From an optimization exercise on the open Yosys and OpenROAD flow, aimed at small area and a short achievable clock period; shortcuts taken in it are not production practice.
Function was checked by simulation only, so behaviour that the tests miss may differ from the original.
The flow treats the clock pin as an ideal source, which a real chip does not have.
Power is estimated from default activity; no workload was simulated.

==> flow/design.v <==
module mips(
    input clk,
    input rst,
    output [31:0] imem_addr,
    input  [31:0] imem_rdata,
    output [31:0] dmem_addr,
    output [31:0] dmem_wdata,
    output        dmem_we,
    output        dmem_re,
    input  [31:0] dmem_rdata
);
    integer i;
    reg  [31:2] pc_x;
    wire [31:2] pc = pc_x ^ 30'h0c00;
    wire [31:2] pc_inc = pc + 30'd1;
    reg  [31:0] m_res;           
    reg         m_taken;
    always @(posedge clk or posedge rst)
        if (rst) pc_x <= 30'b0;
        else     pc_x <= (m_taken ? m_res[31:2] : pc_inc) ^ 30'h0c00;
    assign imem_addr = {pc, 2'b00};
    reg  [31:0] rf [1:31];
    reg  [31:1] rf_v;
    wire [31:1] w_en;
    wire [31:0] w_data;
    genvar g;
    generate for (g = 1; g < 32; g = g + 1) begin : wr
        always @(posedge clk)
            if (w_en[g]) rf[g] <= w_data;
    end endgenerate
    always @(posedge clk or posedge rst)
        if (rst) rf_v <= 31'b0;
        else     rf_v <= rf_v | w_en;
    reg [31:0] rs_val, rt_val;
    always @(*) begin
        rs_val = 32'b0;
        rt_val = 32'b0;
        for (i = 1; i < 32; i = i + 1) begin
            rs_val = rs_val | ({32{(imem_rdata[25:21] == i) & rf_v[i]}} & rf[i]);
            rt_val = rt_val | ({32{(imem_rdata[20:16] == i) & rf_v[i]}} & rf[i]);
        end
    end
    wire [5:0] f_op   = imem_rdata[31:26];
    wire [3:0] f_fn   = imem_rdata[3:0];
    wire       f_r    = (f_op == 6'h00);
    wire       f_addi = (f_op == 6'h08) | (f_op == 6'h09);
    wire       f_ori  = (f_op == 6'h0d);
    wire       f_lui  = (f_op == 6'h0f);
    wire       f_lw   = (f_op == 6'h23);
    wire       f_sw   = (f_op == 6'h2b);
    wire       f_beq  = (f_op == 6'h04);
    wire       f_sub  = f_r & ((f_fn == 4'b0010) | (f_fn == 4'b1010));
    reg [31:0]  d_a, d_b;        
    reg [31:2]  d_pc1;           
    reg [15:0]  d_imm;
    reg [4:0]   d_dst;           
    reg         d_r, d_rn, d_zx, d_hi, d_sx;     
    reg         d_arith, d_and, d_or, d_xor, d_slt;
    reg         d_we, d_re, d_rw, d_bq;          
    always @(posedge clk) begin
        d_a     <= rs_val;
        d_b     <= rt_val;
        d_pc1   <= pc_inc;
        d_imm   <= imem_rdata[15:0];
        d_dst   <= f_r ? imem_rdata[15:11] : imem_rdata[20:16];
        d_r     <= f_r & ~f_sub;                     
        d_rn    <= f_sub;                            
        d_zx    <= f_ori;                            
        d_hi    <= f_lui;                            
        d_sx    <= f_addi | f_lw | f_sw;             
        d_arith <= (f_r & ((f_fn == 4'b0000) | (f_fn == 4'b0010))) | f_addi | f_lw | f_sw | f_beq;
        d_and   <= f_r & (f_fn == 4'b0100);
        d_or    <= (f_r & (f_fn == 4'b0101)) | f_ori | f_lui;
        d_xor   <= f_r & (f_fn == 4'b0110);
        d_slt   <= f_r & (f_fn == 4'b1010);
    end
    always @(posedge clk or posedge rst)
        if (rst) begin
            d_we <= 1'b0; d_re <= 1'b0; d_rw <= 1'b0; d_bq <= 1'b0;
        end else begin
            d_we <= f_sw;
            d_re <= f_lw;
            d_rw <= f_r | f_addi | f_ori | f_lui | f_lw;
            d_bq <= f_beq;                           
        end
    wire [15:0] imm  = d_imm;
    wire [31:0] sext = {{16{imm[15]}}, imm};
    wire [31:0] opa = d_bq ? {d_pc1, 2'b00} : d_a;
    wire [31:0] opb = ({32{d_r}}  & d_b) |
                      ({32{d_rn}} & ~d_b) |
                      ({32{d_zx}} & {16'b0, imm}) |
                      ({32{d_hi}} & {imm, 16'b0}) |
                      ({32{d_sx}} & sext) |
                      ({32{d_bq}} & {sext[29:0], 2'b00});
    reg [31:0] e_p, e_g, e_b;
    reg [4:0]  e_dst;
    reg        e_sub, e_arith, e_and, e_or, e_xor, e_slt;
    reg        e_we, e_re, e_rw, e_taken;
    always @(posedge clk) begin
        e_p   <= opa ^ opb;
        e_g   <= {opa[31:1] & opb[31:1], (opa[0] & opb[0]) | ((opa[0] ^ opb[0]) & d_rn)};
        e_b   <= d_b;
        e_dst <= d_dst;
        e_sub <= d_rn;
        e_arith <= d_arith;
        e_and <= d_and;
        e_or  <= d_or;
        e_xor <= d_xor;
        e_slt <= d_slt;
    end
    always @(posedge clk or posedge rst)
        if (rst) begin
            e_we <= 1'b0; e_re <= 1'b0; e_rw <= 1'b0; e_taken <= 1'b0;
        end else begin
            e_we <= d_we;
            e_re <= d_re;
            e_rw <= d_rw;
            e_taken <= d_bq & (d_a == d_b);
        end
    wire [31:0] pg_g [0:5];
    wire [31:0] pg_p [0:5];
    assign pg_g[0] = e_g;
    assign pg_p[0] = e_p;
    genvar lv, bt;
    generate for (lv = 0; lv < 5; lv = lv + 1) begin : ks
        for (bt = 0; bt < 32; bt = bt + 1) begin : b
            if (bt >= (1 << lv)) begin : op
                assign pg_g[lv+1][bt] = pg_g[lv][bt] | (pg_p[lv][bt] & pg_g[lv][bt - (1 << lv)]);
                assign pg_p[lv+1][bt] = pg_p[lv][bt] & pg_p[lv][bt - (1 << lv)];
            end else begin : pass
                assign pg_g[lv+1][bt] = pg_g[lv][bt];
                assign pg_p[lv+1][bt] = pg_p[lv][bt];
            end
        end
    end endgenerate
    wire [32:0] c = {pg_g[5], e_sub};    
    wire [31:0] sum = e_p ^ c[31:0];
    wire        ltu = ~c[32];
    wire [31:0] res = ({32{e_arith}} & sum) |
                      ({32{e_and}} & e_g) |
                      ({32{e_or}}  & (e_p | e_g)) |
                      ({32{e_xor}} & e_p) |
                      {31'b0, e_slt & ltu};
    reg [31:0] m_sd;
    reg [3:0]  m_wlo;            
    reg [7:0]  m_whi;            
    reg        m_we, m_re;
    reg        m_mtr;            
    always @(posedge clk) begin
        m_mtr <= e_re;
        m_res <= res;
        m_sd  <= e_b;
        for (i = 0; i < 4; i = i + 1)
            m_wlo[i] <= (e_dst[1:0] == i);
    end
    always @(posedge clk or posedge rst)
        if (rst) begin
            m_we <= 1'b0; m_re <= 1'b0; m_whi <= 8'b0; m_taken <= 1'b0;
        end else begin
            m_we <= e_we; m_re <= e_re; m_taken <= e_taken;
            for (i = 0; i < 8; i = i + 1)
                m_whi[i] <= e_rw & (e_dst[4:2] == i);
        end
    assign dmem_addr  = m_res;
    assign dmem_wdata = m_sd;
    assign dmem_we    = m_we;
    assign dmem_re    = m_re;
    assign w_data = m_mtr ? dmem_rdata : m_res;
    generate for (g = 1; g < 32; g = g + 1) begin : we
        assign w_en[g] = m_wlo[g % 4] & m_whi[g / 4];
    end endgenerate
endmodule
==> flow/flow/run.sh <==
#!/bin/bash
# Layout flow: the standard.sh (standard synthesis and ORFS steps) run in
# three parts so that the setup-repair target differs per stage:
#  - synthesis, floorplan, placement: no extra setup margin (no early upsizing
#    before the wires are known),
#  - CTS and everything after: repair aiming for SETUP_MARGIN ns of slack, with
#    extra repair passes after CTS (post_cts.tcl).
# Other changes from the standard flow: sizing not restricted to the same cell
# footprint, small plain port buffers (resized as needed), lower placement
# density, and a clock tree with larger sink clusters and no dummy loads.
# Each make's full output goes to a log here; ORFS keeps each step's log
# under orfs/logs.
set -euo pipefail
SETUP_MARGIN=3.55
here=$(pwd)
common=(
  MATCH_CELL_FOOTPRINT=0
  "BUFFER_PORTS_ARGS=-buffer_cell sky130_fd_sc_hd__buf_2"
  PLACE_DENSITY=0.5
  "CTS_ARGS=-sink_clustering_enable -repair_clock_nets -dont_use_dummy_load -sink_clustering_size 20 -sink_clustering_max_diameter 80"
  POST_CTS_TCL="$here/flow/post_cts.tcl"
)
bash standard.sh "${common[@]}" SETUP_SLACK_MARGIN=0 place > flow_make_place.log 2>&1
bash standard.sh "${common[@]}" SETUP_SLACK_MARGIN=$SETUP_MARGIN cts > flow_make_cts.log 2>&1
bash standard.sh "${common[@]}" SETUP_SLACK_MARGIN=$SETUP_MARGIN finish > flow_make_finish.log 2>&1
==> flow/flow/post_cts.tcl <==
# extra setup-repair passes after the standard CTS repair: each pass often
# finds improvements the previous one stopped short of
for {set i 0} {$i < 4} {incr i} {
  set before [sta::worst_slack -max]
  repair_timing_helper -setup
  set after [sta::worst_slack -max]
  puts "post-CTS repair pass $i: WNS $before -> $after"
  if {$after - $before < 0.005} { break }
}
set result [catch { detailed_placement } msg]
if { $result != 0 } {
  error "Detailed placement failed after the extra repair: $msg"
}
check_placement -verbose
==> flow/standard.sh <==
#!/bin/bash
# synth_recipe.tcl (not shown) runs the flow's synth.tcl, then flattens the netlist and writes it again
# the make line also repeats each setting of config.mk as NAME=value (left out here)
make -C /OpenROAD-flow-scripts/flow DESIGN_CONFIG=/design/flow/config.mk WORK_HOME=/design/flow/orfs CLKGATE_MAP_FILE= SYNTH_SCRIPT=/design/flow/synth_recipe.tcl "${@:-finish}"
==> flow/config.mk <==
export PLATFORM = sky130hd
export DESIGN_NAME = mips
export DESIGN_NICKNAME = mips
export VERILOG_FILES = /design/flow/design.v
export SDC_FILE = /design/flow/constraint.sdc
export NUM_CORES = 8
export LEC_CHECK = 0
export CAP_MARGIN = 20
export CORE_MARGIN = 2
export CORE_UTILIZATION = 35
export SLEW_MARGIN = 20
==> flow/constraint.sdc <==
create_clock -name core_clock -period 6.2 [get_ports {clk}]
set_input_delay 1.2400 -clock core_clock [delete_from_list [all_inputs] [get_ports {clk}]]
set_output_delay 1.2400 -clock core_clock [all_outputs]
set_load 0.01 [all_outputs]
==> flow_metrics.env, run 1 <==
export IMPL_outcome="finished clean"
export IMPL_min_path_type="reg2reg"
export IMPL_period_minus_slack_ns=2.74
export IMPL_netlist_instances=3798
export IMPL_synth_async_sr_flop_share_pct=5.83
export IMPL_ir_drop_uv=208
export IMPL_via_count=44000
export IMPL_worstPathArrival_ns=3.32
export IMPL_clkTransAtPathRegs_ns=0.08
export IMPL_portBuffers=161
export IMPL_fin_skew_ns=0.0712
export IMPL_pwr_share_seq_pct=62.4
export IMPL_dp_hpwl_mm=149
export IMPL_core_um2=156000
export IMPL_ant_nets=0
export IMPL_critical_path_class="in2reg"
export IMPL_crit_path_max_fanout=33
export IMPL_ys_seq_area_share_pct=69.2
export IMPL_yosysWarnings=2
export IMPL_vias_per_cell=7.20
export IMPL_ys_types=69
export IMPL_final_cell_area_um2=63400
export IMPL_drive_above_1_share_pct=22.5
export IMPL_final_cell_mix="edfxtp_1 (992), a22oi_1 (570), dfxtp_1 (282)"
export IMPL_synth_edf_count=992
export IMPL_tightest_slew_ns=1.35
export IMPL_maxSlewHeadroom_pct=9.78
export IMPL_placed_area_um2=58000
export IMPL_grt_pass1_vias=40100
export IMPL_final_nets=4134
export IMPL_finalMaxSlewViolations=0
export IMPL_die_h_um=399
export IMPL_fin_util_pct=40.7
export IMPL_gp_congestion=0.921
export IMPL_dieArea_um2=159000
export IMPL_cts_sinks=1373
export IMPL_num_rows=145
export IMPL_die_x_um=399
export IMPL_dr_pass1_iters=10
export IMPL_grt_first_pass_wirelength_mm=365
export IMPL_layout_commonest_cell="edfxtp_1"
export IMPL_ys_ff_latch=1373
export IMPL_area_growth_pct=16.0
export IMPL_hold_violations=0
export IMPL_start_util_pct=35.1
export IMPL_fill_cells=14200
export IMPL_pwr_density_cell_nw_per_um2=264
export IMPL_required_ns=6.78
export IMPL_combPwrFrac_pct=5.4
export IMPL_finalCritPeriodShare_pct=44.1
export IMPL_wl_per_cell_um=46.5
export IMPL_synth_cell_area_um2=54700
export IMPL_p_sw_share_pct=23.7
export IMPL_setup_viol=0
export IMPL_antenna_found_initial=26
export IMPL_cts_tree="done"
export IMPL_drv_cap=0
export IMPL_synthFlopType="edfxtp_1"
export IMPL_clockPowerShare_pct=32.2
export IMPL_regArea_um2=37900
export IMPL_grt_setup_unrepaired="yes"
export IMPL_grt_usage_pct=34.1
export IMPL_routed_wl_mm=284
export IMPL_io_pins=164
export IMPL_syn_area_per_cell_um2=14.4
export IMPL_power_switching_w=0.00397
export IMPL_static_leakage_power_nw=23.1
export IMPL_initialDrtViolationCount=10500
export IMPL_cp_start_kind="primary input"
export IMPL_drc=0
export IMPL_fin_setup_tns_ns=0
export IMPL_internal_power_w=0.0128
export IMPL_cp_end_kind="flip-flop"
export IMPL_clock_latency_ns=0.76
export IMPL_multiInputGateArea_um2=16300
export IMPL_grt_overflow=0
export IMPL_grt_start_max_net_pins=50
export IMPL_clock_fmax_mhz=366
-- metal layers --
metal | routed length [µm] | GRT usage (%) | vias to the layer above
met4 | 26300 | 23.6 | 18
li1 | - | - | 16000
met3 | 45000 | 14.0 | 1454
met5 | 253 | 0 | -
met1 | 92600 | 40.0 | 21600
met2 | 120000 | 50.9 | 4934
-- cell usage after synthesis (5+ instances only) --
cell type / number / area (µm²)
nor2_1: 43 / 161
nand2_1: 69 / 259
nand4_1: 39 / 244
a22oi_1: 573 / 4300
mux2_2: 107 / 1200
xnor2_1: 27 / 236
dfrtp_1: 80 / 2000
a22o_1: 164 / 1440
o21ai_0: 37 / 185
a21o_1: 23 / 173
buf_1: 35 / 131
nand2b_1: 12 / 75.1
nor3_1: 18 / 90.1
or3_1: 6 / 37.5
or4_1: 63 / 473
a221o_1: 29 / 290
and3_1: 75 / 469
a221oi_1: 164 / 1440
nor4_1: 11 / 68.8
edfxtp_1: 992 / 29800
a21oi_1: 42 / 210
inv_1: 23 / 86.3
dfxtp_1: 301 / 6030
nor2b_1: 13 / 81.3
o211ai_1: 5 / 37.5
clkbuf_1: 242 / 908
or2_2: 34 / 213
nand3_1: 265 / 1330
nor3b_1: 9 / 67.6
buf_4: 30 / 225
buf_2: 12 / 60.1
a222oi_1: 68 / 681
xor2_1: 36 / 315
a211oi_1: 5 / 37.5
and2_1: 34 / 213
mux2i_1: 21 / 210
ha_1: 34 / 425
-- registers in the layout, summed over array words and instances, names as in the netlist, 5 cells and up --
register	count
rf	992
m_sd	32
d_pc1	30
m_res	32
d_b	32
d_dst	5
m_whi	8
e_g	32
d_imm	16
rf_v	31
pc_x	30
e_dst	5
d_a	32
e_b	32
e_p	32
-- critical path: stages --
cell and delay (ns):
buf_2 0.15, and2_4 0.22, and3_2 0.24, buf_12 0.22, a22o_1 0.27, a221oi_2 0.24, nand3_1 0.12, or4_1 0.53
-- final timing paths --
| check | start | end | slack, ns | cells after the start |
|---|---|---|---|---|
| max in group asynchronous | rst | pc_x[26] | 4.47 | 3 |
| hold reg to reg | e_b[11] | m_sd[11] | 0.32 | 0 |
| min in group asynchronous | rst | m_whi[6] | 0.57 | 2 |
| setup / recovery | imem_rdata[16] | d_b[31] | 3.46 | 8 |
| setup reg to reg | e_g[0] | m_res[0] | 3.61 | 9 |
| hold / removal | e_b[11] | m_sd[11] | 0.32 | 0 |
-- final cells by class --
cell class              instances  share of cell area [%]
diodes                         19                  0.0750
repair buffers                468                    7.06
inverters                      24                   0.146
clock buffers                  82                    3.24
flip-flops and latches       1373                    59.7
multi-input cells            2085                    25.7
well taps                    2058                    4.06
-- kinds of logic (layout without fill, tap and decap cells) --
kind of cell	Yosys count	after routing	synth area share, %
AOI/OAI and AO/OA	1148	1148	16.7
xor gates and xnor gates	63	63	1.01
adders and majority gates	34	34	0.778
buffers and inverters	344	574	2.61
DFF	1373	1373	69.2
muxes	128	128	2.59
other	1	21	0.00686
and+or+nand+nor	707	710	7.17
-- stage by stage --
| stage | setup WS, ns | instances | hold WS, ns | power (W) |
|---|---|---|---|---|
| 6_report | 3.46 | 6109 | 0.316 | 0.0167 |
| 2_1_floorplan | 2.91 | 3799 | 0.310 | 0.0109 |
| 3_3_place_gp | 2.32 | 5828 | 0.312 | 0.0114 |
| 3_5_place_dp | 2.34 | 5830 | 0.312 | 0.0114 |
| 5_1_grt | 3.48 | 6091 | 0.333 | 0.0171 |
-- power by group through the flow --
stage / logic, W / registers, W / clock network (W)
2_1_floorplan: 0.000491 / 0.0104 / 0
6_report: 0.000908 / 0.0104 / 0.00540
5_1_grt: 0.000950 / 0.0104 / 0.00571
3_3_place_gp: 0.000797 / 0.0106 / 0
3_5_place_dp: 0.000804 / 0.0106 / 0
==> run 2, diff against run 1 <==
--- a/flow/design.v
+++ b/flow/design.v
@@ -32,11 +32,15 @@
         if (rst) rf_v <= 31'b0;
         else     rf_v <= rf_v | w_en;
-    reg [31:0] rs_val, rt_val;
+    reg [31:0] rs_lo, rs_hi, rt_lo, rt_hi;
     always @(*) begin
-        rs_val = 32'b0;
-        rt_val = 32'b0;
-        for (i = 1; i < 32; i = i + 1) begin
-            rs_val = rs_val | ({32{(imem_rdata[25:21] == i) & rf_v[i]}} & rf[i]);
-            rt_val = rt_val | ({32{(imem_rdata[20:16] == i) & rf_v[i]}} & rf[i]);
+        rs_lo = 32'b0; rs_hi = 32'b0;
+        rt_lo = 32'b0; rt_hi = 32'b0;
+        for (i = 1; i < 17; i = i + 1) begin
+            rs_lo = rs_lo | ({32{(imem_rdata[25:21] == i) & rf_v[i]}} & rf[i]);
+            rt_lo = rt_lo | ({32{(imem_rdata[20:16] == i) & rf_v[i]}} & rf[i]);
+        end
+        for (i = 17; i < 32; i = i + 1) begin
+            rs_hi = rs_hi | ({32{(imem_rdata[25:21] == i) & rf_v[i]}} & rf[i]);
+            rt_hi = rt_hi | ({32{(imem_rdata[20:16] == i) & rf_v[i]}} & rf[i]);
         end
     end
@@ -51,5 +55,5 @@
     wire       f_beq  = (f_op == 6'h04);
     wire       f_sub  = f_r & ((f_fn == 4'b0010) | (f_fn == 4'b1010));
-    reg [31:0]  d_a, d_b;        
+    reg [31:0]  d_a0, d_a1, d_b0, d_b1;  
     reg [31:2]  d_pc1;           
     reg [15:0]  d_imm;
@@ -59,6 +63,8 @@
     reg         d_we, d_re, d_rw, d_bq;          
     always @(posedge clk) begin
-        d_a     <= rs_val;
-        d_b     <= rt_val;
+        d_a0    <= rs_lo;
+        d_a1    <= rs_hi;
+        d_b0    <= rt_lo;
+        d_b1    <= rt_hi;
         d_pc1   <= pc_inc;
         d_imm   <= imem_rdata[15:0];
@@ -84,4 +90,6 @@
             d_bq <= f_beq;                           
         end
+    wire [31:0] d_a = d_a0 | d_a1;
+    wire [31:0] d_b = d_b0 | d_b1;
     wire [15:0] imm  = d_imm;
     wire [31:0] sext = {{16{imm[15]}}, imm};
--- a/flow/flow/run.sh
+++ b/flow/flow/run.sh
@@ -2,8 +2,10 @@
 # Layout flow: the standard.sh (standard synthesis and ORFS steps) run in
 # three parts so that the setup-repair target differs per stage:
-#  - synthesis, floorplan, placement: no extra setup margin (no early upsizing
+#  - synthesis, floorplan, placement: no extra setup margin (no upsizing
 #    before the wires are known),
-#  - CTS and everything after: repair aiming for SETUP_MARGIN ns of slack, with
-#    extra repair passes after CTS (post_cts.tcl).
+#  - CTS and everything after: repair aiming for SETUP_MARGIN ns of slack,
+#    with extra repair passes after CTS (post_cts.tcl). During the CTS and
+#    global-route repairs the input delay is raised by 0.1 ns
+#    (tighten_inputs.tcl) and put back afterwards (restore_inputs.tcl).
 # Other changes from the standard flow: sizing not restricted to the same cell
 # footprint, small plain port buffers (resized as needed), lower placement
@@ -12,6 +14,6 @@
 # under orfs/logs.
 set -euo pipefail
-SETUP_MARGIN=3.55
-here=$(pwd)
+SETUP_MARGIN=3.6
+f=$(pwd)/flow
 common=(
   MATCH_CELL_FOOTPRINT=0
@@ -19,5 +21,8 @@
   PLACE_DENSITY=0.5
   "CTS_ARGS=-sink_clustering_enable -repair_clock_nets -dont_use_dummy_load -sink_clustering_size 20 -sink_clustering_max_diameter 80"
-  POST_CTS_TCL="$here/flow/post_cts.tcl"
+  PRE_CTS_TCL="$f/tighten_inputs.tcl"
+  POST_CTS_TCL="$f/post_cts.tcl"
+  PRE_GLOBAL_ROUTE_TCL="$f/tighten_inputs.tcl"
+  POST_GLOBAL_ROUTE_TCL="$f/restore_inputs.tcl"
 )
 bash standard.sh "${common[@]}" SETUP_SLACK_MARGIN=0 place > flow_make_place.log 2>&1
--- a/flow/flow/post_cts.tcl
+++ b/flow/flow/post_cts.tcl
@@ -1,4 +1,4 @@
-# extra setup-repair passes after the standard CTS repair: each pass often
-# finds improvements the previous one stopped short of
+# Extra setup-repair passes after the standard CTS repair: each pass often
+# finds improvements the previous one stopped short of.
 for {set i 0} {$i < 4} {incr i} {
   set before [sta::worst_slack -max]
@@ -13,2 +13,3 @@
 }
 check_placement -verbose
+source [file join [file dirname [info script]] restore_inputs.tcl]
==> flow/flow/restore_inputs.tcl (new file) <==
# The design's input delay (20% of the 6.2 ns period), as in constraint.sdc.
set_input_delay 1.24 -clock core_clock [delete_from_list [all_inputs] [get_ports clk]]
==> flow/flow/tighten_inputs.tcl (new file) <==
# Sourced before a step's timing repair: ask for 0.1 ns more on the paths
# from the inputs than the constraints do (the register-read paths from
# imem_rdata lose about that much once routed). restore_inputs.tcl puts the
# constraint back before the step writes its SDC.
set_input_delay 1.34 -clock core_clock [delete_from_list [all_inputs] [get_ports clk]]
==> flow_metrics.env, run 2 <==
export IMPL_static_leakage_power_nw=22.2
export IMPL_cts_sinks=1437
export IMPL_netlist_instances=3930
export IMPL_critical_path_class="reg2reg"
export IMPL_cts_tree="done"
export IMPL_ant_nets=0
export IMPL_drv_cap=0
export IMPL_synthAdderAreaFrac_pct=0.757
export IMPL_synth_cell_area_um2=56200
export IMPL_ys_types=71
export IMPL_synth_edf_count=992
export IMPL_grt_usage_pct=28.0
export IMPL_regArea_um2=39200
export IMPL_largest_reg_flops=992
export IMPL_dieArea_um2=164000
export IMPL_maxSlewHeadroom_pct=11.6
export IMPL_routed_wl_mm=239
export IMPL_synth_common_cells="edfxtp_1 (992), dfxtp_1 (365), a221oi_1 (321), a22o_1 (321), a22oi_1 (272)"
export IMPL_power_total_w=0.0173
export IMPL_dp_hpwl_mm=138
export IMPL_ys_seq_area_share_pct=69.5
export IMPL_synth_area_leaders="edfxtp_1 (53%), dfxtp_1 (13%), a221oi_1 (5.0%)"
export IMPL_cp_start_kind="flip-flop"
export IMPL_grt_overflow=0
export IMPL_multiInputGateArea_um2=16100
export IMPL_ys_ff_latch=1437
export IMPL_busiest_layer="met2"
export IMPL_finalCritPeriodShare_pct=42.7
export IMPL_synthSimpleGateAreaFrac_pct=7.00
export IMPL_synth_largest_area_cell="edfxtp_1"
export IMPL_grt_use_met1_pct=36.8
export IMPL_required_ns=6.78
export IMPL_worstPathArrival_ns=3.23
export IMPL_setup_viol=0
export IMPL_die_h_um=405
export IMPL_drive_above_1_share_pct=17.8
export IMPL_final_cell_mix="edfxtp_1 (992), dfxtp_1 (344), a22o_1 (321)"
export IMPL_gp_congestion=0.914
export IMPL_crit_path_max_fanout=4
export IMPL_outcome="finished clean"
export IMPL_portBuffers=161
export IMPL_fin_setup_tns_ns=0
export IMPL_dpl_cell_count=5947
export IMPL_clock_latency_ns=0.73
export IMPL_vias_per_cell=6.68
export IMPL_grt_pass1_vias=38600
export IMPL_met2_usage_pct=42.1
export IMPL_initialDrtViolationCount=8036
export IMPL_synth_xor_area_share_pct=0.982
export IMPL_grt_start_max_net_pins=53
export IMPL_synth_top_family_by_area="compound AO/OA/AOI/OAI gates"
export IMPL_final_nets=4138
export IMPL_yosysWarnings=2
export IMPL_hold_violations=0
export IMPL_io_pins=164
export IMPL_num_rows=147
export IMPL_start_util_pct=35.1
export IMPL_grt_first_pass_wirelength_mm=318
export IMPL_drc=0
export IMPL_wl_per_cell_um=39.1
export IMPL_synth_async_sr_flop_share_pct=5.57
export IMPL_muxShareOfSynthArea_pct=1.60
export IMPL_period_minus_slack_ns=2.65
export IMPL_pwr_density_cell_nw_per_um2=276
export IMPL_via_count=40900
export IMPL_die_x_um=405
export IMPL_syn_area_per_cell_um2=14.3
export IMPL_clkTransAtPathRegs_ns=0.08
export IMPL_layout_commonest_cell="edfxtp_1"
export IMPL_clock_fmax_mhz=377
export IMPL_met3_usage_pct=8.08
export IMPL_core_um2=160000
export IMPL_ir_drop_uv=211
export IMPL_synth_top_cell_area_share_pct=53.0
export IMPL_area_growth_pct=11.5
export IMPL_timing_hold_ws_ns=0.331
export IMPL_post_synth_top_count_cell="edfxtp_1"
export IMPL_cp_end_kind="flip-flop"
export IMPL_fin_skew_ns=0.0546
export IMPL_finalMaxSlewViolations=0
export IMPL_min_path_type="reg2reg"
export IMPL_fill_cells=14800
export IMPL_synthFlopType="edfxtp_1"
export IMPL_antenna_found_initial=20
export IMPL_stdcell_count=6126
export IMPL_dr_pass1_iters=7
export IMPL_regMostFlops="rf"
export IMPL_tightest_slew_ns=1.32
export IMPL_synth_compound_area_share_pct=17.1
==> run 2: changes by cell type after synthesis, sizes merged, moves of 73 or more <==
cell / delta
nand3: -219
a22o: +157
nor2: +73
a221oi: +155
a22oi: -301
nand4: +105
==> run 2: metrics by stage <==
stage / cell area [µm²] / utilization (%) / setup slack (ns)
floorplan: 56200 / - / 2.91
global placement: 59100 / 37.0 / 2.49
detailed placement: 59100 / 37.0 / 2.51
finish: 62700 / 39.2 / 3.55
==> run 2: worst paths after layout <==
path	to	startpoint	slack, ns	cells after the start
setup / recovery	e_taken	d_b0[11]	3.55	5
hold / removal	e_or	d_or	0.33	0
setup reg to reg	e_taken	d_b0[11]	3.55	5
hold reg to reg	e_or	d_or	0.33	0
max in group asynchronous	rf_v[22]	rst	4.60	3
min in group asynchronous	pc_x[10]	rst	0.56	2
==> run 2: kinds of logic (layout without fill, tap and decap cells) <==
logic type	Yosys count	in the layout
other	1	6
AND/OR/NAND/NOR	736	745
multiplexers	82	82
flip-flops	1437	1437
AO/OA/AOI/OAI	1170	1170
buffers and inverters	407	503
adder cells (fa/ha/maj)	34	34
XOR/XNOR	63	63
==> run 2: worst max-delay path, cell delays in order, from the launching register on <==
cell     delay [ns]
dfxtp_1        0.38
nor2_1         0.67
xor2_1         0.28
nor4_2         0.52
nand4_1        0.21
nor4_2         0.46
==> run 2: layout make-up <==
cell class	count	share of cell area [%]
antenna	4	0.0160
tap	2086	4.16
timing repair buffer	340	3.78
clock buffer	85	3.39
multi-input combinational	2096	25.7
inverter	78	0.471
sequential	1437	62.5
==> run 2: power breakdown <==
part | switching, W | total (W) | leakage (nW) | internal [W]
registers | 0.000271 | 0.0108 | 13.6 | 0.0105
clock network | 0.00306 | 0.00549 | 1.05 | 0.00243
logic | 0.000739 | 0.00107 | 7.60 | 0.000334
total | 0.00407 | 0.0173 | 22.2 | 0.0132
==> run 2: routing by layer <==
| layer | part of all wire, % | vias to the layer above |
|---|---|---|
| met2 | 43 | 3557 |
| met5 | 0.042 | - |
| met4 | 5.5 | 16 |
| li1 | - | 16100 |
| met1 | 37 | 20600 |
| met3 | 14 | 693 |
==> run 3, diff against run 2 <==
--- a/flow/design.v
+++ b/flow/design.v
@@ -145,9 +145,8 @@
     wire [31:0] sum = e_p ^ c[31:0];
     wire        ltu = ~c[32];
-    wire [31:0] res = ({32{e_arith}} & sum) |
-                      ({32{e_and}} & e_g) |
-                      ({32{e_or}}  & (e_p | e_g)) |
-                      ({32{e_xor}} & e_p) |
-                      {31'b0, e_slt & ltu};
+    wire [31:0] lres = ({32{e_and}} & e_g) |
+                       ({32{e_or}}  & (e_p | e_g)) |
+                       ({32{e_xor}} & e_p) |
+                       {31'b0, e_slt & ltu};
     reg [31:0] m_sd;
     reg [3:0]  m_wlo;            
@@ -155,7 +154,11 @@
     reg        m_we, m_re;
     reg        m_mtr;            
+    reg [31:0] m_lres;           
+    reg        m_ar;             
     always @(posedge clk) begin
         m_mtr <= e_re;
-        m_res <= res;
+        m_res <= sum;
+        m_lres <= lres;
+        m_ar  <= e_arith;
         m_sd  <= e_b;
         for (i = 0; i < 4; i = i + 1)
@@ -174,5 +177,5 @@
     assign dmem_we    = m_we;
     assign dmem_re    = m_re;
-    assign w_data = m_mtr ? dmem_rdata : m_res;
+    assign w_data = m_mtr ? dmem_rdata : (({32{m_ar}} & m_res) | m_lres);
     generate for (g = 1; g < 32; g = g + 1) begin : we
         assign w_en[g] = m_wlo[g % 4] & m_whi[g / 4];
==> flow_metrics.env, run 3 <==
export IMPL_fin_skew_ns=0.0616
export IMPL_grt_pass1_vias=39300
export IMPL_min_path_type="reg2reg"
export IMPL_crit_path_max_fanout=3
export IMPL_cp_end_kind="flip-flop"
export IMPL_dieArea_um2=167000
export IMPL_largest_reg_flops=992
export IMPL_via_count=40800
export IMPL_die_x_um=409
export IMPL_io_pins=164
export IMPL_drive_above_1_share_pct=16.6
export IMPL_synth_cell_area_um2=57300
export IMPL_cp_start_kind="flip-flop"
export IMPL_reg2reg_from="d_b0[3]"
export IMPL_finalMaxSlewViolations=0
export IMPL_min_path_cells=0
export IMPL_clkTransAtPathRegs_ns=0.09
export IMPL_ys_ff_latch=1470
export IMPL_synthFlopType="edfxtp_1"
export IMPL_syn_area_per_cell_um2=14.2
export IMPL_post_synth_top_count_cell="edfxtp_1"
export IMPL_synth_area_leaders="edfxtp_1 (52%), dfxtp_1 (14%), a22o_1 (5.3%)"
export IMPL_pwr_density_cell_nw_per_um2=278
export IMPL_clock_latency_ns=0.74
export IMPL_drv_cap=0
export IMPL_layout_commonest_cell="edfxtp_1"
export IMPL_synth_largest_area_cell="edfxtp_1"
export IMPL_worst_slack_ns=3.60
export IMPL_routed_wl_mm=229
export IMPL_tightest_slew_ns=1.12
export IMPL_dr_pass1_iters=9
export IMPL_required_ns=6.77
export IMPL_vias_per_cell=6.50
export IMPL_initialDrtViolationCount=7234
export IMPL_startpoint="d_b0[3]"
export IMPL_ys_seq_area_share_pct=69.4
export IMPL_period_minus_slack_ns=2.60
export IMPL_final_nets=4197
export IMPL_gp_congestion=0.884
export IMPL_drc=0
export IMPL_cts_tree="done"
export IMPL_outcome="finished clean"
export IMPL_grt_use_met1_pct=35.3
export IMPL_netlist_instances=4020
export IMPL_area_growth_pct=11.1
export IMPL_antenna_found_initial=15
export IMPL_critPathMaxStageDelay_ns=0.50
export IMPL_grt_start_max_net_pins=66
export IMPL_start_util_pct=35.2
export IMPL_cts_sinks=1470
export IMPL_power_total_w=0.0177
export IMPL_synth_common_cells="edfxtp_1 (992), dfxtp_1 (398), a22o_1 (349)"
export IMPL_final_cell_mix="edfxtp_1 (992), dfxtp_1 (395), a22o_1 (349)"
export IMPL_timing_rr_end="e_taken"
export IMPL_synth_top_cell_area_share_pct=52.0
export IMPL_maxSlewHeadroom_pct=25.2
export IMPL_r2r_slack_ns=3.60
export IMPL_die_h_um=409
export IMPL_clock_fmax_mhz=384
export IMPL_regMostFlops="rf"
export IMPL_critical_path_class="reg2reg"
export IMPL_hold_violations=0
export IMPL_finalCritPeriodShare_pct=42.0
export IMPL_worstPathArrival_ns=3.17
export IMPL_setup_viol=0
export IMPL_critPathCapture="e_taken"
export IMPL_portBuffers=161
export IMPL_synth_edf_count=992
export IMPL_dpl_cell_count=6131
export IMPL_core_um2=163000
export IMPL_ant_nets=0
export IMPL_yosysWarnings=2
export IMPL_num_rows=148
export IMPL_slowest_stage="nor4_2"
export IMPL_grt_overflow=0
export IMPL_ir_drop_uv=234
export IMPL_met2_usage_pct=39.3
export IMPL_static_leakage_power_nw=22.5
export IMPL_cp_cell_sequence="nor2_1 -> xnor2_1 -> nand4_1 -> nor4_2 -> nand4_1 -> nor4_2"
export IMPL_synth_async_sr_flop_share_pct=5.44
export IMPL_ys_types=82
export IMPL_reg2reg_depth=6
export IMPL_grt_first_pass_wirelength_mm=311
export IMPL_met3_usage_pct=7.93
export IMPL_dp_hpwl_mm=132
export IMPL_wl_per_cell_um=36.4
export IMPL_dp_slack_ns=2.44
export IMPL_busiest_layer="met2"
export IMPL_stdcell_count=6280
export IMPL_grt_usage_pct=26.4
export IMPL_fin_setup_tns_ns=0
==> run 3: changes by cell type after synthesis, sizes merged, moves of 11 or more <==
cell,before,now
buf,69,125
a221o,14,2
a22o,321,349
xnor2,47,66
a21o,24,10
clkbuf,260,220
a21oi,63,103
and4,1,12
mux2,65,34
o21ai,35,51
dfxtp,365,398
==> run 3: area by class of cell <==
class / count / area (µm²)
inverter: 79 / 299
multi-input combinational: 2136 / 16400
tap: 2175 / 2720
clock buffer: 89 / 2230
sequential: 1470 / 39800
timing repair buffer: 321 / 2220
antenna: 10 / 25.0
fill: 15200 / 98900
==> run 3: metrics by stage <==
step           cell area [µm²]  hold WS, ns  utilization [%]
3_3_place_gp             60500        0.311             37.2
3_5_place_dp             60500        0.312             37.2
2_1_floorplan            57300        0.310                -
6_report                 63700        0.319             39.2
==> run 3: worst max-delay path, delay by kind of cell (launching register included) <==
kind | cells | cell delay, ns
AND/OR/NAND/NOR | 5 | 1.83
flip-flops | 1 | 0.42
XOR/XNOR | 1 | 0.19
==> run 3: worst min path at each step <==
stage | start | end | slack (ns)
2_1_floorplan | d_and | e_and | 0.31
3_3_place_gp | d_dst[4] | e_dst[4] | 0.31
3_5_place_dp | e_arith | m_ar | 0.31
6_report | d_re | e_re | 0.32
==> run 3: layer usage <==
metal	vias to the layer above	routed length (µm)	part of all wire, %
li1	16300	-	-
met5	-	68	0.030
met3	780	29400	13
met2	3329	98200	43
met4	10	12500	5.5
met1	20400	88700	39
==> run 3: logic make-up (layout without fill, tap and decap cells) <==
family,count (synthesis),after routing,share of synthesized area [%]
AOI/OAI and AO/OA,1220,1220,17.2
muxes,52,52,0.983
buffers and inverters,424,489,3.16
and+or+nand+nor,734,743,7.16
DFF,1470,1470,69.4
adders and majority gates,34,34,0.743
other,1,12,0.00655
xor gates and xnor gates,85,85,1.37
==> run 3: power by group <==
group	leakage (nW)	switching [W]	internal, W
logic	7.51	0.000667	0.000374
registers	13.9	0.000321	0.0107
clock network	1.10	0.00312	0.00254
==> run 4, diff against run 3 <==
--- a/flow/design.v
+++ b/flow/design.v
@@ -104,5 +104,6 @@
     reg [4:0]  e_dst;
     reg        e_sub, e_arith, e_and, e_or, e_xor, e_slt;
-    reg        e_we, e_re, e_rw, e_taken;
+    reg        e_we, e_re, e_rw, e_br;
+    reg [3:0]  e_eq;             
     always @(posedge clk) begin
         e_p   <= opa ^ opb;
@@ -116,13 +117,15 @@
         e_xor <= d_xor;
         e_slt <= d_slt;
+        for (i = 0; i < 4; i = i + 1)
+            e_eq[i] <= (d_a[8*i +: 8] == d_b[8*i +: 8]);
     end
     always @(posedge clk or posedge rst)
         if (rst) begin
-            e_we <= 1'b0; e_re <= 1'b0; e_rw <= 1'b0; e_taken <= 1'b0;
+            e_we <= 1'b0; e_re <= 1'b0; e_rw <= 1'b0; e_br <= 1'b0;
         end else begin
             e_we <= d_we;
             e_re <= d_re;
             e_rw <= d_rw;
-            e_taken <= d_bq & (d_a == d_b);
+            e_br <= d_bq;
         end
     wire [31:0] pg_g [0:5];
@@ -145,8 +148,9 @@
     wire [31:0] sum = e_p ^ c[31:0];
     wire        ltu = ~c[32];
-    wire [31:0] lres = ({32{e_and}} & e_g) |
-                       ({32{e_or}}  & (e_p | e_g)) |
-                       ({32{e_xor}} & e_p) |
-                       {31'b0, e_slt & ltu};
+    wire [31:0] res = ({32{e_arith}} & sum) |
+                      ({32{e_and}} & e_g) |
+                      ({32{e_or}}  & (e_p | e_g)) |
+                      ({32{e_xor}} & e_p) |
+                      {31'b0, e_slt & ltu};
     reg [31:0] m_sd;
     reg [3:0]  m_wlo;            
@@ -154,11 +158,7 @@
     reg        m_we, m_re;
     reg        m_mtr;            
-    reg [31:0] m_lres;           
-    reg        m_ar;             
     always @(posedge clk) begin
         m_mtr <= e_re;
-        m_res <= sum;
-        m_lres <= lres;
-        m_ar  <= e_arith;
+        m_res <= res;
         m_sd  <= e_b;
         for (i = 0; i < 4; i = i + 1)
@@ -169,5 +169,5 @@
             m_we <= 1'b0; m_re <= 1'b0; m_whi <= 8'b0; m_taken <= 1'b0;
         end else begin
-            m_we <= e_we; m_re <= e_re; m_taken <= e_taken;
+            m_we <= e_we; m_re <= e_re; m_taken <= e_br & (&e_eq);
             for (i = 0; i < 8; i = i + 1)
                 m_whi[i] <= e_rw & (e_dst[4:2] == i);
@@ -177,5 +177,5 @@
     assign dmem_we    = m_we;
     assign dmem_re    = m_re;
-    assign w_data = m_mtr ? dmem_rdata : (({32{m_ar}} & m_res) | m_lres);
+    assign w_data = m_mtr ? dmem_rdata : m_res;
     generate for (g = 1; g < 32; g = g + 1) begin : we
         assign w_en[g] = m_wlo[g % 4] & m_whi[g / 4];
--- a/flow/flow/run.sh
+++ b/flow/flow/run.sh
@@ -6,9 +6,11 @@
 #  - CTS and everything after: repair aiming for SETUP_MARGIN ns of slack,
 #    with extra repair passes after CTS (post_cts.tcl). During the CTS and
-#    global-route repairs the input delay is raised by 0.1 ns
+#    global-route repairs the input delay is raised by 0.2 ns
 #    (tighten_inputs.tcl) and put back afterwards (restore_inputs.tcl).
 # Other changes from the standard flow: sizing not restricted to the same cell
 # footprint, small plain port buffers (resized as needed), lower placement
-# density, and a clock tree with larger sink clusters and no dummy loads.
+# density, a clock tree with larger sink clusters and no dummy loads, and
+# larger input buffers on imem_rdata[25:16] (input_buffers.tcl, before the
+# post-placement repair).
 # Each make's full output goes to a log here; ORFS keeps each step's log
 # under orfs/logs.
@@ -25,4 +27,5 @@
   PRE_GLOBAL_ROUTE_TCL="$f/tighten_inputs.tcl"
   POST_GLOBAL_ROUTE_TCL="$f/restore_inputs.tcl"
+  PRE_RESIZE_TCL="$f/input_buffers.tcl"
 )
 bash standard.sh "${common[@]}" SETUP_SLACK_MARGIN=0 place > flow_make_place.log 2>&1
==> flow/flow/input_buffers.tcl (new file) <==
# Stronger input buffers on the instruction's register-address bits (rs and
# rt, imem_rdata[25:16]): each drives the register-select decoders.
foreach i {16 17 18 19 20 21 22 23 24 25} {
  set net [get_nets "imem_rdata\[$i\]"]
  foreach pin [get_pins -of_objects $net -filter "direction == input"] {
    set inst [get_cells -of_objects $pin]
    set master [get_property $inst ref_name]
    if {[string match "sky130_fd_sc_hd__*buf*" $master]} {
      replace_cell $inst sky130_fd_sc_hd__buf_8
      puts "input buffer [get_full_name $inst] on imem_rdata\[$i\]: $master -> buf_8"
    }
  }
}
==> flow/flow/tighten_inputs.tcl (replaced) <==
# Sourced before a step's timing repair: ask for 0.2 ns more on the paths
# from the inputs than the constraints do (the register-read paths from
# imem_rdata lose at least 0.1 ns once routed). restore_inputs.tcl puts the
# constraint back before the step writes its SDC.
set_input_delay 1.44 -clock core_clock [delete_from_list [all_inputs] [get_ports clk]]
==> flow_metrics.env, run 4 <==
export IMPL_syn_area_per_cell_um2=14.4
export IMPL_yosysWarnings=2
export IMPL_ys_seq_area_share_pct=69.3
export IMPL_regArea_um2=39200
export IMPL_routed_wl_mm=233
export IMPL_maxSlewHeadroom_pct=24.6
export IMPL_fin_util_pct=39.3
export IMPL_synth_async_sr_flop_share_pct=5.55
export IMPL_num_rows=147
export IMPL_tightest_slew_ns=1.13
export IMPL_core_um2=160000
export IMPL_ir_drop_uv=208
export IMPL_grt_overflow=0
export IMPL_fill_cells=14900
export IMPL_dp_slack_ns=2.62
export IMPL_clkTransAtPathRegs_ns=0.09
export IMPL_required_ns=4.96
export IMPL_stdcell_count=6207
export IMPL_antenna_found_initial=9
export IMPL_finalCritPeriodShare_pct=41.2
export IMPL_final_cell_mix="edfxtp_1 (992), dfxtp_1 (352), a221oi_1 (320)"
export IMPL_drive_above_1_share_pct=17.9
export IMPL_post_synth_top_count_cell="edfxtp_1"
export IMPL_grt_first_pass_wirelength_mm=311
export IMPL_ys_types=82
export IMPL_area_growth_pct=11.6
export IMPL_critical_path_class="reg2out"
export IMPL_slowest_stage="dfxtp_4"
export IMPL_worstPathArrival_ns=1.32
export IMPL_ant_nets=0
export IMPL_setup_viol=0
export IMPL_dp_hpwl_mm=131
export IMPL_synth_edf_count=992
export IMPL_synthFlopType="edfxtp_1"
export IMPL_vias_per_cell=6.57
export IMPL_start_util_pct=35.2
export IMPL_final_cell_area_um2=63100
export IMPL_hold_violations=0
export IMPL_cts_tree="done"
export IMPL_portBuffers=161
export IMPL_cp_end_kind="primary output"
export IMPL_cp_cell_sequence="buf_2"
export IMPL_grt_start_max_net_pins=47
export IMPL_cp_start_kind="flip-flop"
export IMPL_finalMaxSlewViolations=0
export IMPL_critPathMaxStageDelay_ns=0.44
export IMPL_synth_cell_area_um2=56500
export IMPL_fin_skew_ns=0.0533
export IMPL_multiInputGateArea_um2=16200
export IMPL_grt_usage_pct=27.0
export IMPL_crit_path_max_fanout=3
export IMPL_drc=0
export IMPL_synth_common_cells="edfxtp_1 (992), dfxtp_1 (369), a221oi_1 (321)"
export IMPL_min_path_type="reg2reg"
export IMPL_worst_slack_ns=3.64
export IMPL_io_pins=164
export IMPL_drv_cap=0
export IMPL_regMostFlops="rf"
export IMPL_synth_top_cell_area_share_pct=52.7
export IMPL_die_h_um=406
export IMPL_clock_fmax_mhz=391
export IMPL_path_buf_inv=1
export IMPL_largest_reg_flops=992
export IMPL_layout_commonest_cell="edfxtp_1"
export IMPL_dieArea_um2=165000
export IMPL_final_nets=4147
export IMPL_period_minus_slack_ns=2.56
export IMPL_die_x_um=406
export IMPL_fin_setup_tns_ns=0
export IMPL_wl_per_cell_um=37.5
export IMPL_dr_pass1_iters=10
export IMPL_clock_latency_ns=0.73
export IMPL_ys_ff_latch=1441
export IMPL_outcome="finished clean"
export IMPL_gp_congestion=0.879
export IMPL_cts_sinks=1441
export IMPL_grt_pass1_vias=38500
export IMPL_via_count=40800
export IMPL_pwr_density_cell_nw_per_um2=275
export IMPL_critPathTopFamily="flip-flops"
export IMPL_synth_area_leaders="edfxtp_1 (53%), dfxtp_1 (13%), a221oi_1 (5.0%)"
export IMPL_placed_area_um2=59600
export IMPL_synth_largest_area_cell="edfxtp_1"
export IMPL_dpl_cell_count=6022
export IMPL_netlist_instances=3933
export IMPL_initialDrtViolationCount=8144
export IMPL_static_leakage_power_nw=22.4
## run 4: cell count changes after synthesis, moves of 9 or more
cell and delta:
nor3_1 +9, a21o_1 +9, o21ai_0 -21, dfxtp_1 -29
a21oi_1 -35, and4_1 -9, xnor2_1 -14, and3_1 +14
xor2_1 -14, buf_2 -39, mux2_2 +31, a22o_1 -30
a221o_1 +17, clkbuf_1 +21
## run 4: layout make-up
class / instances / area share (%)
multi-input cells: 2104 / 25.7
clock buffers: 85 / 3.37
flip-flops and latches: 1441 / 62.2
diodes: 2 / 0.00793
well taps: 2160 / 4.28
inverters: 73 / 0.438
repair buffers: 342 / 3.98
## run 4: layer usage
layer	global-route usage, %	up-vias	part of all wire (%)
li1	-	16100	-
met1	36.9	20400	39
met2	40.3	3533	43
met3	8.33	708	14
met4	10.2	6	4.5
met5	0	-	0.015
## run 4: metrics by stage
step                      hold WS [ns]  power (W)
after floorplan                  0.310     0.0114
after global placement           0.312     0.0119
after detailed placement         0.314     0.0119
final                            0.330     0.0174
## run 4: path summary, 6_finish.rpt
check | from | end | slack (ns) | cells after the start
setup / recovery | m_res[18] | dmem_addr[18] | 3.64 | 1
hold / removal | e_b[25] | m_sd[25] | 0.33 | 0
setup reg to reg | e_g[0] | m_res[0] | 3.65 | 10
hold reg to reg | e_b[25] | m_sd[25] | 0.33 | 0
max in group asynchronous | rst | rf_v[16] | 4.46 | 3
min in group asynchronous | rst | e_rw | 0.58 | 2
## run 4: where the power goes
| part | leakage (nW) | switching [W] | internal (W) | total (W) |
|---|---|---|---|---|
| Combinational | 7.82 | 0.000685 | 0.000337 | 0.00102 |
| Clock | 1.05 | 0.00310 | 0.00244 | 0.00554 |
| Sequential | 13.6 | 0.000270 | 0.0105 | 0.0108 |
## run 4: kinds of logic (layout without fill, tap and decap cells)
kind of cell               after synthesis  after routing  synth area share [%]
AOI/OAI and AO/OA                     1169           1169                  17.0
xor gates and xnor gates                62             62                  1.09
adders and majority gates               34             34                 0.753
buffers and inverters                  403            500                  3.00
DFF                                   1441           1441                  69.3
muxes                                   83             83                  1.61
other                                    1              4               0.00663
and+or+nand+nor                        740            754                  7.17
==> run 5, diff against run 4 <==
--- a/flow/design.v
+++ b/flow/design.v
@@ -22,4 +22,5 @@
     reg  [31:0] rf [1:31];
     reg  [31:1] rf_v;
+    reg  [31:1] rf_vn;           
     wire [31:1] w_en;
     wire [31:0] w_data;
@@ -32,15 +33,23 @@
         if (rst) rf_v <= 31'b0;
         else     rf_v <= rf_v | w_en;
+    always @(posedge clk or posedge rst)
+        if (rst) rf_vn <= {31{1'b1}};
+        else     rf_vn <= rf_vn & ~w_en;
     reg [31:0] rs_lo, rs_hi, rt_lo, rt_hi;
     always @(*) begin
         rs_lo = 32'b0; rs_hi = 32'b0;
         rt_lo = 32'b0; rt_hi = 32'b0;
-        for (i = 1; i < 17; i = i + 1) begin
-            rs_lo = rs_lo | ({32{(imem_rdata[25:21] == i) & rf_v[i]}} & rf[i]);
-            rt_lo = rt_lo | ({32{(imem_rdata[20:16] == i) & rf_v[i]}} & rf[i]);
-        end
-        for (i = 17; i < 32; i = i + 1) begin
-            rs_hi = rs_hi | ({32{(imem_rdata[25:21] == i) & rf_v[i]}} & rf[i]);
-            rt_hi = rt_hi | ({32{(imem_rdata[20:16] == i) & rf_v[i]}} & rf[i]);
+        for (i = 1; i < 32; i = i + 1) begin
+            if (i < 17) begin
+                rs_lo[15:0]  = rs_lo[15:0]  | ({16{(imem_rdata[25:21] == i) &  rf_v[i]}}  & rf[i][15:0]);
+                rs_lo[31:16] = rs_lo[31:16] | ({16{(imem_rdata[25:21] == i) & ~rf_vn[i]}} & rf[i][31:16]);
+                rt_lo[15:0]  = rt_lo[15:0]  | ({16{(imem_rdata[20:16] == i) &  rf_v[i]}}  & rf[i][15:0]);
+                rt_lo[31:16] = rt_lo[31:16] | ({16{(imem_rdata[20:16] == i) & ~rf_vn[i]}} & rf[i][31:16]);
+            end else begin
+                rs_hi[15:0]  = rs_hi[15:0]  | ({16{(imem_rdata[25:21] == i) &  rf_v[i]}}  & rf[i][15:0]);
+                rs_hi[31:16] = rs_hi[31:16] | ({16{(imem_rdata[25:21] == i) & ~rf_vn[i]}} & rf[i][31:16]);
+                rt_hi[15:0]  = rt_hi[15:0]  | ({16{(imem_rdata[20:16] == i) &  rf_v[i]}}  & rf[i][15:0]);
+                rt_hi[31:16] = rt_hi[31:16] | ({16{(imem_rdata[20:16] == i) & ~rf_vn[i]}} & rf[i][31:16]);
+            end
         end
     end
==> flow_metrics.env, run 5 <==
export IMPL_slowest_stage="dfrtp_2"
export IMPL_cts_tree="done"
export IMPL_hp_start="e_b[31]"
export IMPL_power_total_w=0.0180
export IMPL_dieArea_um2=168000
export IMPL_dp_slack_ns=2.53
export IMPL_ant_nets=0
export IMPL_multiInputGateArea_um2=16600
export IMPL_critPathMaxStageDelay_ns=0.49
export IMPL_portBuffers=161
export IMPL_cp_start_kind="flip-flop"
export IMPL_die_x_um=410
export IMPL_synth_largest_area_cell="edfxtp_1"
export IMPL_synthFlopType="edfxtp_1"
export IMPL_wl_per_cell_um=36.3
export IMPL_p_sw_share_pct=23.7
export IMPL_clock_latency_ns=0.73
export IMPL_min_path_type="reg2reg"
export IMPL_crit_path_max_fanout=1
export IMPL_die_h_um=410
export IMPL_synth_edf_count=992
export IMPL_r2r_slack_ns=3.62
export IMPL_required_ns=4.96
export IMPL_tightest_slew_ns=1.18
export IMPL_via_count=41900
export IMPL_fin_setup_tns_ns=0
export IMPL_ys_seq_area_share_pct=69.3
export IMPL_num_rows=149
export IMPL_hold_violations=0
export IMPL_io_pins=164
export IMPL_final_cell_mix="edfxtp_1 (992), dfxtp_1 (362), a22o_1 (319)"
export IMPL_fin_skew_ns=0.0752
export IMPL_pwr_share_seq_pct=61.5
export IMPL_grt_pass1_vias=40100
export IMPL_finalCritPeriodShare_pct=42.1
export IMPL_yosysWarnings=2
export IMPL_area_growth_pct=11.7
export IMPL_regMostFlops="rf"
export IMPL_drc=0
export IMPL_ys_types=75
export IMPL_combPwrFrac_pct=6.9
export IMPL_finalMaxSlewViolations=0
export IMPL_largest_reg_flops=992
export IMPL_timing_hold_ws_ns=0.305
export IMPL_vias_per_cell=6.47
export IMPL_netlist_instances=4091
export IMPL_clock_fmax_mhz=384
export IMPL_grt_first_pass_wirelength_mm=318
export IMPL_fill_cells=15300
export IMPL_min_path_cells=0
export IMPL_ir_drop_uv=218
export IMPL_antenna_found_initial=16
export IMPL_internal_power_w=0.0138
export IMPL_pwr_density_cell_nw_per_um2=280
export IMPL_start_util_pct=35.1
export IMPL_layout_commonest_cell="edfxtp_1"
export IMPL_worst_slack_ns=3.59
export IMPL_synth_cell_area_um2=57700
export IMPL_grt_overflow=0
export IMPL_power_switching_w=0.00428
export IMPL_syn_area_per_cell_um2=14.1
export IMPL_gp_congestion=0.906
export IMPL_hold_end="m_sd[31]"
export IMPL_timing_rr_end="pc_x[29]"
export IMPL_ys_ff_latch=1472
export IMPL_period_minus_slack_ns=2.61
export IMPL_post_synth_top_count_cell="edfxtp_1"
export IMPL_critPathTopFamily="flip-flops"
export IMPL_dp_hpwl_mm=136
export IMPL_clockPowerShare_pct=31.5
export IMPL_maxSlewHeadroom_pct=21.4
export IMPL_drive_above_1_share_pct=16.9
export IMPL_initialDrtViolationCount=7859
export IMPL_synth_top_cell_area_share_pct=51.6
export IMPL_dr_pass1_iters=9
export IMPL_static_leakage_power_nw=23.0
export IMPL_cts_sinks=1472
export IMPL_outcome="finished clean"
export IMPL_final_nets=4376
export IMPL_grt_start_max_net_pins=46
export IMPL_startpoint="m_we"
export IMPL_regArea_um2=40000
export IMPL_worstPathArrival_ns=1.37
export IMPL_synth_area_leaders="edfxtp_1 (52%), dfxtp_1 (13%), a22o_1 (4.8%)"
export IMPL_clkTransAtPathRegs_ns=0.08
export IMPL_reg2reg_from="pc_x[5]"
export IMPL_cp_cell_sequence="buf_6"
export IMPL_synth_common_cells="edfxtp_1 (992), dfxtp_1 (369), a22o_1 (319)"
export IMPL_setup_viol=0
export IMPL_synth_async_sr_flop_share_pct=7.54
export IMPL_cp_end_kind="primary output"
export IMPL_reg2reg_depth=8
export IMPL_path_buf_inv=1
export IMPL_core_um2=164000
export IMPL_drv_cap=0
export IMPL_grt_usage_pct=27.0
export IMPL_routed_wl_mm=235
export IMPL_critical_path_class="reg2out"
run 5: cell count changes after synthesis, sizes merged, moves of 5 or more:
cell and change:
nor2 +72, dfstp +31, a221o -7, inv +5, o21a +5, and2 -6, o211ai +5, a31oi +5
xor2 +6, nand2 +64, nor2b +32, buf -11, xnor2 -6, clkbuf -37
run 5: layout make-up:
cell class              instances  share of cell area [%]
flip-flops and latches       1472                    62.1
inverters                      78                   0.458
repair buffers                376                    4.11
multi-input cells            2260                    25.7
diodes                          5                  0.0194
clock buffers                  88                    3.42
well taps                    2189                    4.25
run 5: kinds of logic after synthesis:
kind of cell | count (synthesis) | share of synthesized area (%)
compound gates | 1173 | 16.7
xor+xnor | 62 | 0.941
fa+ha+maj | 34 | 0.737
buf+inv | 360 | 2.63
flops | 1472 | 69.3
mux | 83 | 1.58
other cells | 1 | 0.00650
simple gates | 906 | 8.15
run 5: per-layer routing:
| layer | wire (µm) | global-route usage (%) | share of wire (%) |
|---|---|---|---|
| met5 | 30 | 0 | 0.013 |
| met4 | 12200 | 12.5 | 5.2 |
| met2 | 102000 | 40.1 | 44 |
| met3 | 28200 | 6.39 | 12 |
| met1 | 91900 | 37.1 | 39 |
run 5: power by group through the flow:
stage / logic (W) / clock network [W] / registers [W]
6_report: 0.00125 / 0.00569 / 0.0111
2_1_floorplan: 0.000678 / 0 / 0.0112
3_3_place_gp: 0.00116 / 0 / 0.0113
3_5_place_dp: 0.00117 / 0 / 0.0113
run 5: metrics by stage:
stage	util [%]	cell area [µm²]	cells
6_report	39.2	64500	6468
3_5_place_dp	37.4	61500	6330
3_3_place_gp	37.3	61400	6330
2_1_floorplan	-	57700	4092
run 5: worst max-delay path by stage:
stage,to,cells after the start,slack [ns]
3_5_place_dp,d_a1[2],8,2.53
3_3_place_gp,d_a0[20],8,2.40
6_report,dmem_we,1,3.59
2_1_floorplan,d_bq,1,2.08
==> run 6, diff against run 5 <==
--- a/flow/design.v
+++ b/flow/design.v
@@ -11,13 +11,16 @@
 );
     integer i;
-    reg  [31:2] pc_x;
-    wire [31:2] pc = pc_x ^ 30'h0c00;
+    reg  [31:2] pc_o;
+    reg  [31:2] pc;
     wire [31:2] pc_inc = pc + 30'd1;
     reg  [31:0] m_res;           
     reg         m_taken;
+    wire [31:2] pc_next = m_taken ? m_res[31:2] : pc_inc;
     always @(posedge clk or posedge rst)
-        if (rst) pc_x <= 30'b0;
-        else     pc_x <= (m_taken ? m_res[31:2] : pc_inc) ^ 30'h0c00;
-    assign imem_addr = {pc, 2'b00};
+        if (rst) pc_o <= 30'b0;
+        else     pc_o <= pc_next ^ 30'h0c00;
+    always @(posedge clk)
+        pc <= rst ? 30'h0c00 : pc_next;
+    assign imem_addr = {pc_o ^ 30'h0c00, 2'b00};
     reg  [31:0] rf [1:31];
     reg  [31:1] rf_v;
@@ -157,9 +160,8 @@
     wire [31:0] sum = e_p ^ c[31:0];
     wire        ltu = ~c[32];
-    wire [31:0] res = ({32{e_arith}} & sum) |
-                      ({32{e_and}} & e_g) |
-                      ({32{e_or}}  & (e_p | e_g)) |
-                      ({32{e_xor}} & e_p) |
-                      {31'b0, e_slt & ltu};
+    wire [31:0] lres = ({32{e_and}} & e_g) |
+                       ({32{e_or}}  & (e_p | e_g)) |
+                       ({32{e_xor}} & e_p) |
+                       {31'b0, e_slt & ltu};
     reg [31:0] m_sd;
     reg [3:0]  m_wlo;            
@@ -167,7 +169,11 @@
     reg        m_we, m_re;
     reg        m_mtr;            
+    reg [31:0] m_lres;           
+    reg        m_ar;             
     always @(posedge clk) begin
         m_mtr <= e_re;
-        m_res <= res;
+        m_res <= sum;
+        m_lres <= lres;
+        m_ar  <= e_arith;
         m_sd  <= e_b;
         for (i = 0; i < 4; i = i + 1)
@@ -186,5 +192,5 @@
     assign dmem_we    = m_we;
     assign dmem_re    = m_re;
-    assign w_data = m_mtr ? dmem_rdata : m_res;
+    assign w_data = m_mtr ? dmem_rdata : (({32{m_ar}} & m_res) | m_lres);
     generate for (g = 1; g < 32; g = g + 1) begin : we
         assign w_en[g] = m_wlo[g % 4] & m_whi[g / 4];
--- a/flow/flow/run.sh
+++ b/flow/flow/run.sh
@@ -16,5 +16,5 @@
 # under orfs/logs.
 set -euo pipefail
-SETUP_MARGIN=3.6
+SETUP_MARGIN=3.7
 f=$(pwd)/flow
 common=(
==> flow_metrics.env, run 6 <==
export IMPL_outcome="finished clean"
export IMPL_maxSlewHeadroom_pct=33.8
export IMPL_dpl_cell_count=6466
export IMPL_path_buf_inv=0
export IMPL_drc=0
export IMPL_period_minus_slack_ns=2.48
export IMPL_via_count=41600
export IMPL_synth_largest_area_cell="edfxtp_1"
export IMPL_synthFlopType="edfxtp_1"
export IMPL_grt_start_max_net_pins=83
export IMPL_ys_seq_area_share_pct=69.7
export IMPL_final_nets=4479
export IMPL_regMostFlops="rf"
export IMPL_dieArea_um2=173000
export IMPL_ir_drop_uv=174
export IMPL_r2r_slack_ns=3.72
export IMPL_gp_congestion=0.901
export IMPL_area_growth_pct=11.5
export IMPL_start_util_pct=35.3
export IMPL_largest_reg_flops=992
export IMPL_fin_setup_tns_ns=0
export IMPL_combPwrFrac_pct=5.3
export IMPL_grt_overflow=0
export IMPL_crit_path_max_fanout=5
export IMPL_required_ns=6.79
export IMPL_cts_sinks=1535
export IMPL_cp_cell_sequence="a211oi_1 -> o21ai_2 -> o21a_1 -> o311ai_1 -> a31o_2 -> o21ai_1 -> xor2_1"
export IMPL_internal_power_w=0.0140
export IMPL_syn_area_per_cell_um2=14.0
export IMPL_cp_end_kind="flip-flop"
export IMPL_setup_viol=0
export IMPL_fin_skew_ns=0.0825
export IMPL_synth_async_sr_flop_share_pct=7.23
export IMPL_power_switching_w=0.00408
export IMPL_die_x_um=415
export IMPL_stdcell_count=6589
export IMPL_clock_fmax_mhz=404
export IMPL_finalMaxSlewViolations=0
export IMPL_grt_usage_pct=25.1
export IMPL_clockPowerShare_pct=31.8
export IMPL_routed_wl_mm=224
export IMPL_dp_hpwl_mm=132
export IMPL_clkTransAtPathRegs_ns=0.09
export IMPL_wl_per_cell_um=34.1
export IMPL_ant_nets=0
export IMPL_dp_slack_ns=2.12
export IMPL_synth_cell_area_um2=59200
export IMPL_final_cell_mix="edfxtp_1 (992), dfxtp_1 (401), a22oi_1 (341)"
export IMPL_netlist_instances=4217
export IMPL_drive_above_1_share_pct=16.3
export IMPL_synth_area_leaders="edfxtp_1 (50%), dfxtp_1 (15%), a22o_1 (4.7%)"
export IMPL_pwr_density_cell_nw_per_um2=273
export IMPL_cp_start_kind="flip-flop"
export IMPL_fill_cells=15600
export IMPL_dr_pass1_iters=7
export IMPL_core_um2=168000
export IMPL_die_h_um=415
export IMPL_portBuffers=161
export IMPL_pwr_share_seq_pct=63.0
export IMPL_layout_commonest_cell="edfxtp_1"
export IMPL_critical_path_class="reg2reg"
export IMPL_drv_cap=0
export IMPL_synth_common_cells="edfxtp_1 (992), dfxtp_1 (432), a22oi_1 (341)"
export IMPL_critPathTopFamily="compound AO/OA/AOI/OAI gates"
export IMPL_vias_per_cell=6.31
export IMPL_static_leakage_power_nw=23.7
export IMPL_num_rows=150
export IMPL_antenna_found_initial=7
export IMPL_grt_pass1_vias=40300
export IMPL_clock_latency_ns=0.75
export IMPL_io_pins=164
export IMPL_p_sw_share_pct=22.6
export IMPL_initialDrtViolationCount=6836
export IMPL_tightest_slew_ns=0.990
export IMPL_finalCritPeriodShare_pct=39.9
export IMPL_synth_edf_count=992
export IMPL_worstPathArrival_ns=3.07
export IMPL_cts_tree="done"
export IMPL_critPathMaxStageDelay_ns=0.70
export IMPL_synth_top_cell_area_share_pct=50.3
export IMPL_slowest_stage="o311ai_1"
export IMPL_worst_slack_ns=3.72
export IMPL_hold_violations=0
export IMPL_post_synth_top_count_cell="edfxtp_1"
export IMPL_ys_ff_latch=1535
export IMPL_grt_first_pass_wirelength_mm=308
export IMPL_yosysWarnings=2
export IMPL_ys_types=79
export IMPL_min_path_type="reg2reg"
[run 6: cell types whose count changed in the layout (fill, tap and decap cells not counted), sizes merged, moves of 28 or more]
cell	previous run	this run
a221oi	319	287
and2	38	66
mux2	65	31
dfxtp	369	432
a22oi	278	341
buf	376	344
[run 6: cell families (layout without fill, tap and decap cells)]
| group | after synthesis | count (layout) | share of synthesized area, % |
|---|---|---|---|
| DFF | 1535 | 1535 | 69.7 |
| AOI/OAI and AO/OA | 1214 | 1214 | 16.4 |
| and+or+nand+nor | 932 | 932 | 8.31 |
| buffers and inverters | 365 | 524 | 2.74 |
| xor gates and xnor gates | 88 | 88 | 1.30 |
| muxes | 48 | 48 | 0.877 |
| adders and majority gates | 34 | 34 | 0.718 |
| other | 1 | 10 | 0.00633 |
[run 6: cell type report]
cell class / instances / area [µm²] / share of cell area (%)
Sequential cell: 1535 / 41300 / 62.6
Multi-Input combinational cell: 2318 / 16900 / 25.6
Tap cell: 2204 / 2760 / 4.18
Timing Repair Buffer: 344 / 2460 / 3.72
Clock buffer: 88 / 2200 / 3.33
Inverter: 92 / 350 / 0.531
Antenna cell: 8 / 20.0 / 0.0303
[run 6: worst paths after layout]
path,start,to,depth (start not counted)
hold / removal,d_and,e_and,0
max in group asynchronous,rst,rf_v[3],3
setup reg to reg,e_g[0],m_res[31],7
setup / recovery,e_g[0],m_res[31],7
min in group asynchronous,rst,pc_o[29],2
hold reg to reg,d_and,e_and,0
[run 6: worst register-to-register path: stages, from the launching register on]
cell	delay, ns
dfxtp_4	0.36
a211oi_1	0.30
o21ai_2	0.19
o21a_1	0.24
o311ai_1	0.70
a31o_2	0.32
o21ai_1	0.11
xor2_1	0.16
[run 6: routing by layer]
layer  GRT usage [%]  vias to the layer above  wire, µm  part of all wire, %
met5               0                        -        25                0.011
met4            10.8                        4     10500                  4.7
met3            7.09                      664     28000                   12
met2            38.8                     3111     99200                   44
met1            32.8                    20700     86700                   39
li1                -                    17100         -                    -
[run 6: stage by stage]
stage / area, µm² / hold WS [ns] / util [%] / total power [W]
after floorplan: 59200 / 0.310 / - / 0.0120
after global placement: 62900 / 0.312 / 37.5 / 0.0125
after detailed placement: 63000 / 0.312 / 37.6 / 0.0125
final: 66000 / 0.327 / 39.4 / 0.0180
[run 6: power by group through the flow]
stage               combinational (W)  clock (W)  sequential (W)
floorplan                    0.000488          0          0.0115
global placement             0.000897          0          0.0116
detailed placement           0.000911          0          0.0116
finish                       0.000948    0.00573          0.0114

## re-timing with driven ports
The results above use ideal ports. As a check the final layouts listed here were re-extracted and re-timed, cells and wires unchanged. Step 1 sets driving cells, clkbuf_16 on the clock port and buf_2 on the other inputs (assumed; they add their load-dependent delay and slew). Step 2 adds t to the input delays and takes it off the output delays; t is the mean of the earliest and latest rising clock arrival at the registers after step 1. Input paths then give back, and output paths get back, about the clock's delay inside the block. Three values: ideal ports, drivers, drivers and shift; two values: the first two.
run | t (ns) | slack for setup (ns) | hold slack, ns | clock arrival spread, ns | worst register clock-pin slew, ns
run 1 | 0.795 | 3.464 / 3.476 / 2.733 | 0.316 / 0.316 / 0.316 | 0.107 / 0.106 | 0.09 / 0.09
run 2 | 0.778 | 3.551 / 3.540 / 2.909 | 0.331 / 0.331 / 0.331 | 0.072 / 0.072 | 0.09 / 0.09
run 3 | 0.775 | 3.597 / 3.535 / 2.760 | 0.319 / 0.319 / 0.319 | 0.086 / 0.085 | 0.09 / 0.09
run 4 | 0.800 | 3.643 / 3.530 / 2.730 | 0.330 / 0.330 / 0.330 | 0.054 / 0.054 | 0.09 / 0.09
run 5 | 0.775 | 3.593 / 3.511 / 2.920 | 0.305 / 0.305 / 0.305 | 0.080 / 0.080 | 0.09 / 0.09
run 6 | 0.790 | 3.724 / 3.655 / 2.954 | 0.327 / 0.327 / 0.327 | 0.083 / 0.083 | 0.09 / 0.09
After both steps every run listed still meets setup and hold. The setup slack of run 4, which loses most, moves by -0.113 ns with the drivers and by -0.913 ns with both steps.
